Context: an optimization exercise on an open-source flow, tuned for small area. The choices shown serve that exercise and are no tape-out recipe.
Only simulation tests tie the RTL to the original design; equivalence was not proved.
No driver is modelled on the clock port, so clock power and skew are understated where the tree is cut down; a real chip needs a root buffer or a tree.
No activity file was given, so power comes from the tool's default toggle rates.

==> inputs of juniper <==
==> flow/design.v (excerpt) <==
module my_uart_top(input wire FPGA_CLK, input wire FPGA_RST, input wire UART_RXD, output wire UART_TXD);
	wire rx_int, tx_en, clk_bps1, clk_bps1_d2, clk_bps2, clk_bps2_d2, fire;
	wire [7:0] rx_data;
	speed_select #(.C(13'd8191), .G(13'h1445), .D(13'd1613), .DM(13'h1ff6), .D2(13'd6132), .DM2(13'h1bef), .LP(4'b0011), .KX(1'b1))
		speed_rx(.clk(FPGA_CLK), .rst_n(FPGA_RST), .bps_start(rx_int), .clk_bps(clk_bps1), .clk_bps_d2(clk_bps1_d2));
	my_uart_rx my_uart_rx(.clk(FPGA_CLK), .rst_n(FPGA_RST), .rs232_rx(UART_RXD), .clk_bps(clk_bps1), .clk_bps_d2(clk_bps1_d2),
	                      .rx_data(rx_data), .rx_int(rx_int), .fire(fire));
	speed_select #(.C(13'd8191), .G(13'h115c), .D(13'd4627), .DM(13'h0dff), .D2(13'd7542), .DM2(13'h0fff), .LP(4'b0011), .KX(1'b0))
		speed_tx(.clk(FPGA_CLK), .rst_n(FPGA_RST), .bps_start(tx_en), .clk_bps(clk_bps2), .clk_bps_d2(clk_bps2_d2));
	my_uart_tx my_uart_tx(.clk(FPGA_CLK), .rst_n(FPGA_RST), .rx_data(rx_data), .fire(fire), .clk_bps(clk_bps2),
  ...
==> module speed_select, before the edit <==
module speed_select #(parameter [12:0] C = 13'd0, parameter [12:0] G = 13'h1fff,
                      parameter [12:0] D = 13'd0, parameter [12:0] DM = 13'h1fff,
                      parameter [12:0] D2 = 13'd0, parameter [12:0] DM2 = 13'h1fff,
                      parameter [3:0] LP = 4'd0, parameter KX = 1'b0)
                    (input clk, input rst_n, input bps_start, output clk_bps, output clk_bps_d2);
	reg [12:0] q;
	wire [11:0] nat = q[12:1] ^ G[11:0];
	wire [12:0] force_c = G & {13{~bps_start}};
	wire [11:0] n = (nat & ~force_c[11:0]) | (C[11:0] & force_c[11:0]);
	function lit(input integer j, input p);
		lit = p ? (G[j-1] ? n[j-1] : ~q[j]) : q[j];
	endfunction
	wire h = q[0] ^ KX ^ ((lit(1, LP[0]) & lit(7, LP[1]) & lit(8, LP[2])) | lit(5, LP[3]));
	wire n12 = force_c[12] ? C[12] : h;
	always @(posedge clk) q <= {n12, n};
	assign clk_bps = ((q ^ D) & DM) == 13'd0;
	assign clk_bps_d2 = ((q ^ D2) & DM2) == 13'd0;
endmodule
==> module my_uart_rx, before the edit <==
module my_uart_rx(input clk, input rst_n, input rs232_rx, input clk_bps, input clk_bps_d2,
                  output reg [7:0] rx_data, output reg rx_int, output fire);
	reg rx0, rx1, z;
	wire neg = z & ~rx1 & ~rx0;
	always @(posedge clk or negedge rst_n)
		if (!rst_n) begin
			rx0 <= 1'b0;
			rx1 <= 1'b0;
			z <= 1'b0;
		end
		else begin
			rx0 <= rs232_rx;
			rx1 <= rx0;
			z <= rx1 & (rx0 | z);
		end
	reg [3:0] num;
	wire fin = num[3] & num[2] & num[1] & ~num[0];    
	assign fire = num[3] & ~num[2] & num[1];           
	wire post12 = num[3] & num[2] & ~num[1];           
	always @(posedge clk or negedge rst_n)
		if (!rst_n) rx_int <= 1'b0;
		else rx_int <= neg | (rx_int & ~fin);
	always @(posedge clk or negedge rst_n)
		if (!rst_n) num <= 4'b1001;
		else if (fire | (fin & neg)) num <= 4'b1001;
		else if ((rx_int & clk_bps) | post12 | fin) num <= num - 1'b1;
	wire wr = clk_bps_d2 & ~num[3];
	wire [3:0] lo = {num[1] & num[0], num[1] & ~num[0], ~num[1] & num[0], ~num[1] & ~num[0]};
	wire [7:0] we = {{4{wr & ~num[2]}} & {lo[0], lo[1], lo[2], lo[3]}, {4{wr & num[2]}} & {lo[0], lo[1], lo[2], lo[3]}};
	genvar j;
	generate for (j = 0; j < 8; j = j + 1) begin : w
		always @(posedge clk)
			if (we[j]) rx_data[j] <= rx1;
	end endgenerate
endmodule
==> module my_uart_tx, before the edit <==
module my_uart_tx(input clk, input rst_n, input [7:0] rx_data, input fire, input clk_bps,
                  output rs232_tx, output reg tx_en);
	reg [3:0] num;
	reg tx_r;
	wire fin = num[3] & ~num[1] & num[0];    
	always @(posedge clk or negedge rst_n)
		if (!rst_n) tx_en <= 1'b0;
		else tx_en <= fire | (tx_en & ~fin);
	always @(posedge clk)
		if (!tx_en) num <= 4'b1000;
		else if (clk_bps) num <= num - 1'b1;
	always @(posedge clk or negedge rst_n)
		if (!rst_n) tx_r <= 1'b1;
		else if (tx_en & clk_bps) tx_r <= num[3] ? num[2] : rx_data[~num[2:0]];
	assign rs232_tx = tx_r;
endmodule
==> module my_uart_top, before the edit <==
module my_uart_top(input wire FPGA_CLK, input wire FPGA_RST, input wire UART_RXD, output wire UART_TXD);
	wire rx_int, tx_en, clk_bps1, clk_bps1_d2, clk_bps2, clk_bps2_d2, fire;
	wire [7:0] rx_data;
	speed_select #(.C(13'd8191), .G(13'h1445), .D(13'd1613), .DM(13'h1ff6), .D2(13'd6132), .DM2(13'h1bef), .LP(4'b0011), .KX(1'b1))
		speed_rx(.clk(FPGA_CLK), .rst_n(FPGA_RST), .bps_start(rx_int), .clk_bps(clk_bps1), .clk_bps_d2(clk_bps1_d2));
	my_uart_rx my_uart_rx(.clk(FPGA_CLK), .rst_n(FPGA_RST), .rs232_rx(UART_RXD), .clk_bps(clk_bps1), .clk_bps_d2(clk_bps1_d2),
	                      .rx_data(rx_data), .rx_int(rx_int), .fire(fire));
	speed_select #(.C(13'd8191), .G(13'h115c), .D(13'd4627), .DM(13'h0dff), .D2(13'd7542), .DM2(13'h0fff), .LP(4'b0011), .KX(1'b0))
		speed_tx(.clk(FPGA_CLK), .rst_n(FPGA_RST), .bps_start(tx_en), .clk_bps(clk_bps2), .clk_bps_d2(clk_bps2_d2));
	my_uart_tx my_uart_tx(.clk(FPGA_CLK), .rst_n(FPGA_RST), .rx_data(rx_data), .fire(fire), .clk_bps(clk_bps2),
	                      .rs232_tx(UART_TXD), .tx_en(tx_en));
endmodule
export LEC_CHECK = 0
export CAP_MARGIN = 20
export CORE_MARGIN = 2
export CORE_UTILIZATION = 40
export SLEW_MARGIN = 20
create_clock -name core_clock -period 10.0 [get_ports {FPGA_CLK}]
standard.sh (not shown) runs the stock make flow with config.mk's settings and CLKGATE_MAP_FILE= SYNTH_SCRIPT=/design/flow/synth_recipe.tcl, a recipe that flattens the netlist after the stock synthesis.
==> flow/flow/run.sh <==
#!/bin/bash
# Layout flow: the standard flow (standard.sh) with three changes made
# through ORFS's own hooks and variables:
#  - after floorplanning, logic cells are set to their smallest drive strength
#    (flow/downsize.tcl); later repair steps upsize what timing, slew or
#    capacitance need;
#  - ports are buffered with buf_1;
#  - the clock tree is built by flow/clock_tree.tcl (run in the CTS step in
#    place of clock_tree_synthesis): the clock port drives a few clkbuf_8,
#    each driving the flip-flops of one region of the layout.
set -euo pipefail
here=$(pwd)
export POST_FLOORPLAN_TCL="$here/flow/restructure.tcl"
export BUFFER_PORTS_ARGS="-buffer_cell sky130_fd_sc_hd__buf_1"
export PRE_CTS_TCL="$here/flow/clock_tree.tcl"
export CLOCK_TREE_BUFFERS=2
export CLOCK_TREE_CELL=sky130_fd_sc_hd__buf_8
bash standard.sh > "$here/standard_flow.log" 2>&1
==> flow/flow/clock_tree.tcl <==
# Sourced by ORFS's cts.tcl before it calls clock_tree_synthesis; replaces that
# command with a one-level tree: the clock port drives CLOCK_TREE_BUFFERS
# CLOCK_TREE_CELL cells, each driving the clock pins of the flip-flops in one strip
# of the layout (flip-flops sorted by x and split into equal groups). The
# buffers are placed at their group's centre; cts.tcl legalizes them.
rename clock_tree_synthesis orfs_clock_tree_synthesis
proc clock_tree_synthesis { args } {
  set block [ord::get_db_block]
  set db [ord::get_db]
  set nbuf $::env(CLOCK_TREE_BUFFERS)
  set master [$db findMaster $::env(CLOCK_TREE_CELL)]
  set clk [$block findNet FPGA_CLK]
  set sinks {}
  foreach it [$clk getITerms] {
    set inst [$it getInst]
    set loc [$inst getLocation]
    lappend sinks [list [lindex $loc 0] [lindex $loc 1] $it]
  }
  set sinks [lsort -integer -index 0 $sinks]
  set n [llength $sinks]
  puts "clock_tree.tcl: $n clock sinks, $nbuf buffers"
  for { set b 0 } { $b < $nbuf } { incr b } {
    set lo [expr { $b * $n / $nbuf }]
    set hi [expr { ($b + 1) * $n / $nbuf - 1 }]
    set grp [lrange $sinks $lo $hi]
    set sx 0; set sy 0
    foreach s $grp { incr sx [lindex $s 0]; incr sy [lindex $s 1] }
    set cx [expr { $sx / [llength $grp] }]
    set cy [expr { $sy / [llength $grp] }]
    set buf [odb::dbInst_create $block $master "clkbuf_leaf_$b"]
    set net [odb::dbNet_create $block "clknet_leaf_$b"]
    $net setSigType CLOCK
    [$buf findITerm A] connect $clk
    [$buf findITerm X] connect $net
    foreach s $grp {
      set it [lindex $s 2]
      $it disconnect
      $it connect $net
    }
    $buf setLocation $cx $cy
    $buf setPlacementStatus PLACED
    puts "clock_tree.tcl: clkbuf_leaf_$b drives [llength $grp] sinks at ($cx, $cy)"
  }
}
==> flow/flow/restructure.tcl <==
# Sourced by ORFS's floorplan.tcl when it is done (POST_FLOORPLAN_TCL).
# Re-map the combinational logic for area with OpenROAD's restructure (ABC),
# twice, then set cells to their smallest drive strength (downsize.tcl).
# ABC gets a copy of the liberty file without the DONT_USE_CELLS cells.
proc write_filtered_lib { src dst dont_use } {
  set pat {}
  foreach c $dont_use { lappend pat [string map {* .*} $c] }
  set re "^([join $pat |])\$"
  set in [open $src r]
  set out [open $dst w]
  set skip 0
  set depth 0
  while { [gets $in line] >= 0 } {
    if { !$skip && [regexp {^\s*cell\s*\(\s*"?([A-Za-z0-9_]+)"?\s*\)} $line -> name] && [regexp $re $name] } {
      set skip 1
      set depth 0
    }
    if { $skip } {
      incr depth [expr { [regexp -all {\{} $line] - [regexp -all {\}} $line] }]
      if { $depth <= 0 && [regexp {\}} $line] } { set skip 0 }
      continue
    }
    puts $out $line
  }
  close $in
  close $out
}
set rdir [file join $::env(OBJECTS_DIR) restructure]
file mkdir $rdir
set rlib [file join $rdir usable.lib]
write_filtered_lib [lindex $::env(LIB_FILES) 0] $rlib [split $::env(DONT_USE_CELLS)]
foreach pass {1 2} {
  restructure -target area -slack_threshold 0 -depth_threshold 0 \
    -liberty_file $rlib \
    -tielo_port sky130_fd_sc_hd__conb_1/LO -tiehi_port sky130_fd_sc_hd__conb_1/HI \
    -work_dir $rdir \
    -abc_logfile [file join $::env(LOG_DIR) restructure_abc_$pass.log]
}
source [file join [file dirname [info script]] downsize.tcl]
Other scripts of this flow, unchanged in this note and not shown: flow/flow/downsize.tcl
==> inputs of sierra, as changes to juniper <==
--- a/flow/flow/run.sh
+++ b/flow/flow/run.sh
@@ -16,3 +16,2 @@
 export CLOCK_TREE_BUFFERS=2
-export CLOCK_TREE_CELL=sky130_fd_sc_hd__buf_8
 bash standard.sh > "$here/standard_flow.log" 2>&1
--- a/flow/flow/clock_tree.tcl
+++ b/flow/flow/clock_tree.tcl
@@ -2,3 +2,3 @@
 # command with a one-level tree: the clock port drives CLOCK_TREE_BUFFERS
-# CLOCK_TREE_CELL cells, each driving the clock pins of the flip-flops in one strip
+# clkbuf_8 cells, each driving the clock pins of the flip-flops in one strip
 # of the layout (flip-flops sorted by x and split into equal groups). The
@@ -10,3 +10,3 @@
   set nbuf $::env(CLOCK_TREE_BUFFERS)
-  set master [$db findMaster $::env(CLOCK_TREE_CELL)]
+  set master [$db findMaster sky130_fd_sc_hd__clkbuf_8]
   set clk [$block findNet FPGA_CLK]
--- a/flow/config.mk
+++ b/flow/config.mk
@@ -9,3 +9,3 @@
 export CORE_MARGIN = 2
-export CORE_UTILIZATION = 40
+export CORE_UTILIZATION = 65
 export SLEW_MARGIN = 20
==> inputs of umber, as changes to juniper <==
==> flow/design.v (replaced) <==
module speed_select #(parameter [12:0] C = 13'd0, parameter [12:0] G = 13'h1fff,
                      parameter [12:0] D = 13'd0, parameter [12:0] DM = 13'h1fff,
                      parameter [3:0] LP = 4'd0, parameter KX = 1'b0)
                    (input clk, input rst_n, input bps_start, output clk_bps);
	reg [12:0] q;
	wire [11:0] nat = q[12:1] ^ G[11:0];
	wire [12:0] force_c = G & {13{~bps_start}};
	wire [11:0] n = (nat & ~force_c[11:0]) | (C[11:0] & force_c[11:0]);
	function lit(input integer j, input p);
		lit = p ? (G[j-1] ? n[j-1] : ~q[j]) : q[j];
	endfunction
	wire h = q[0] ^ KX ^ ((lit(1, LP[0]) & lit(7, LP[1]) & lit(8, LP[2])) | lit(5, LP[3]));
	wire n12 = force_c[12] ? C[12] : h;
	always @(posedge clk) q <= {n12, n};
	assign clk_bps = ((q ^ D) & DM) == 13'd0;
endmodule
module my_uart_rx(input clk, input rst_n, input rs232_rx, input clk_bps,
                  output [7:0] rx_data, output reg rx_int, output fire);
	reg [2:0] e;
	wire neg = e[2];
	always @(posedge clk or negedge rst_n)
		if (!rst_n) e <= 3'b000;
		else begin
			e[0] <= rs232_rx;
			e[1] <= e[0] & (rs232_rx | e[1]);
			e[2] <= ~rs232_rx & e[1] & ~e[0];
		end
	reg [3:0] num;
	wire fin = num[3] & ~num[1] & num[0];                 
	assign fire = num[3] & ~num[2] & num[1] & ~num[0];    
	wire post12 = num[3] & (num[2] ? ~num[1] & ~num[0] : num[1] & num[0]);   
	always @(posedge clk or negedge rst_n)
		if (!rst_n) rx_int <= 1'b0;
		else rx_int <= neg | (rx_int & ~fin);
	always @(posedge clk or negedge rst_n)
		if (!rst_n) num <= 4'b1000;
		else if (fire | (fin & neg)) num <= 4'b1000;
		else if ((rx_int & clk_bps) | post12 | fin) num <= num - 1'b1;
	reg [7:0] sh;
	always @(posedge clk)
		if (clk_bps & ~num[3]) sh <= {rs232_rx, sh[7:1]};
	assign rx_data = sh;
endmodule
module my_uart_tx(input clk, input rst_n, input [7:0] rx_data, input fire, input clk_bps,
                  output rs232_tx, output reg tx_en);
	reg [3:0] num;
	reg [7:0] tx_data;
	reg tx_r;
	wire fin = ~num[3] & ~num[2] & num[1];    
	always @(posedge clk or negedge rst_n)
		if (!rst_n) tx_en <= 1'b0;
		else tx_en <= fire | (tx_en & ~fin);
	always @(posedge clk)
		if (fire) tx_data <= rx_data;
	always @(posedge clk)
		if (!tx_en) num <= 4'b0111;
		else if (clk_bps) num <= num + 1'b1;
	always @(posedge clk or negedge rst_n)
		if (!rst_n) tx_r <= 1'b1;
		else if (tx_en & clk_bps) tx_r <= num[3] ? tx_data[num[2:0]] : ~num[2];
	assign rs232_tx = tx_r;
endmodule
module my_uart_top(input wire FPGA_CLK, input wire FPGA_RST, input wire UART_RXD, output wire UART_TXD);
	wire rx_int, tx_en, clk_bps1, clk_bps2, fire;
	wire [7:0] rx_data;
	speed_select #(.C(13'd8191), .G(13'h1445), .D(13'd1613), .DM(13'h1ff6), .LP(4'b0011), .KX(1'b1))
		speed_rx(.clk(FPGA_CLK), .rst_n(FPGA_RST), .bps_start(rx_int), .clk_bps(clk_bps1));
	my_uart_rx my_uart_rx(.clk(FPGA_CLK), .rst_n(FPGA_RST), .rs232_rx(UART_RXD), .clk_bps(clk_bps1),
	                      .rx_data(rx_data), .rx_int(rx_int), .fire(fire));
	speed_select #(.C(13'd8191), .G(13'h115c), .D(13'd4627), .DM(13'h0dff), .LP(4'b0011), .KX(1'b0))
		speed_tx(.clk(FPGA_CLK), .rst_n(FPGA_RST), .bps_start(tx_en), .clk_bps(clk_bps2));
	my_uart_tx my_uart_tx(.clk(FPGA_CLK), .rst_n(FPGA_RST), .rx_data(rx_data), .fire(fire), .clk_bps(clk_bps2),
	                      .rs232_tx(UART_TXD), .tx_en(tx_en));
endmodule
--- a/flow/flow/run.sh
+++ b/flow/flow/run.sh
@@ -15,4 +15,3 @@
 export PRE_CTS_TCL="$here/flow/clock_tree.tcl"
-export CLOCK_TREE_BUFFERS=2
-export CLOCK_TREE_CELL=sky130_fd_sc_hd__buf_8
+export CLOCK_TREE_BUFFERS=3
 bash standard.sh > "$here/standard_flow.log" 2>&1
--- a/flow/flow/clock_tree.tcl
+++ b/flow/flow/clock_tree.tcl
@@ -2,3 +2,3 @@
 # command with a one-level tree: the clock port drives CLOCK_TREE_BUFFERS
-# CLOCK_TREE_CELL cells, each driving the clock pins of the flip-flops in one strip
+# clkbuf_8 cells, each driving the clock pins of the flip-flops in one strip
 # of the layout (flip-flops sorted by x and split into equal groups). The
@@ -10,3 +10,3 @@
   set nbuf $::env(CLOCK_TREE_BUFFERS)
-  set master [$db findMaster $::env(CLOCK_TREE_CELL)]
+  set master [$db findMaster sky130_fd_sc_hd__clkbuf_8]
   set clk [$block findNet FPGA_CLK]
==> flow/flow/restructure.tcl (replaced) <==
# Re-map the combinational logic for area with OpenROAD's restructure (ABC),
# then set cells to their smallest drive strength.
set rdir [file join $::env(OBJECTS_DIR) restructure]
file mkdir $rdir
restructure -target area -slack_threshold 0 -depth_threshold 0 \
  -liberty_file $::env(LIB_FILES) \
  -tielo_port sky130_fd_sc_hd__conb_1/LO -tiehi_port sky130_fd_sc_hd__conb_1/HI \
  -work_dir $rdir \
  -abc_logfile [file join $::env(LOG_DIR) restructure_abc.log]
source [file join [file dirname [info script]] downsize.tcl]
==> inputs of violet, as changes to juniper <==
--- a/flow/flow/run.sh
+++ b/flow/flow/run.sh
@@ -16,3 +16,2 @@
 export CLOCK_TREE_BUFFERS=2
-export CLOCK_TREE_CELL=sky130_fd_sc_hd__buf_8
 bash standard.sh > "$here/standard_flow.log" 2>&1
--- a/flow/flow/clock_tree.tcl
+++ b/flow/flow/clock_tree.tcl
@@ -2,3 +2,3 @@
 # command with a one-level tree: the clock port drives CLOCK_TREE_BUFFERS
-# CLOCK_TREE_CELL cells, each driving the clock pins of the flip-flops in one strip
+# clkbuf_8 cells, each driving the clock pins of the flip-flops in one strip
 # of the layout (flip-flops sorted by x and split into equal groups). The
@@ -10,3 +10,3 @@
   set nbuf $::env(CLOCK_TREE_BUFFERS)
-  set master [$db findMaster $::env(CLOCK_TREE_CELL)]
+  set master [$db findMaster sky130_fd_sc_hd__clkbuf_8]
   set clk [$block findNet FPGA_CLK]
==> qor summary <==
metric	juniper	sierra	violet	umber
Detailed-routing iteration count for the pre-antenna-repair pass	7	5	5	4
Fraction of synthesized area in multiplexers	3.12%	3.12%	3.12%	4.42%
Post-synthesis simple-gate area fraction	20.0%	20.0%	20.0%	14.7%
Synthesized area divided by synthesized cell count	12.1 um2	12.1 um2	12.1 um2	13.7 um2
Adder-cell share of the synthesized area	4.25%	4.25%	4.25%	2.56%
Worst R2R Setup Slack	7890 ps	7900 ps	7890 ps	8230 ps
Met3 capacity usage during global routing	1.01%	1.40%	1.01%	1.23%
Net total in the final layout	157	157	157	149
Area of the mapped netlist	0.00177 mm2	0.00177 mm2	0.00177 mm2	0.00195 mm2
Number of cells on the worst reg-to-reg path	8	6	8	6
Status	no timing/DRC/antenna violations	no timing/DRC/antenna violations	no timing/DRC/antenna violations	no timing/DRC/antenna violations
Arrival time of the worst setup path	840 ps	870 ps	880 ps	850 ps
Synth Area in XOR/XNOR	1.49%	1.49%	1.49%	1.79%
Portion of total power attributed to the clock network	18.6%	17.4%	17.7%	20.9%
Starting DRC count in detailed routing	88	38	76	90
Tot Pwr	352 uW	348 uW	347 uW	379 uW
Fraction of registers with async set/reset	20.8%	20.8%	20.8%	17.9%
Sequential share of cell area	63.2%	64.3%	63.3%	69.1%
Overall via count from detail_route	1039	1067	1042	983
Placed inst area	0.00170 mm2	0.00168 mm2	0.00170 mm2	0.00189 mm2
No run of this note takes its clock network from TritonCTS; it comes from the design's own scripts or RTL.

## separate check: timing with driven ports
No port has a modelled driver above. Below, the same layouts with a new extraction and two added sets of constraints. Step 1: set_driving_cell puts a clkbuf_16 on FPGA_CLK and a buf_2 on each other input, an assumption about the parent block. Step 2, shift: input delay + t, output delay - t, t = (earliest + latest rising clock arrival at the registers) / 2. This alone moves slack from input paths to output paths. Three values: ideal ports, drivers, drivers and shift; two values: the first two.
run | t, ns | setup slack, ns | worst register clock-pin slew, ns
juniper | 0.176 | 7.163 / 7.123 / 7.299 | 0.11 / 0.11
sierra | 0.204 | 7.132 / 7.100 / 7.303 | 0.12 / 0.12
umber | 0.201 | 7.147 / 7.103 / 7.304 | 0.11 / 0.11
violet | 0.207 | 7.120 / 7.086 / 7.293 | 0.13 / 0.13
After both steps every run listed still meets setup and hold.
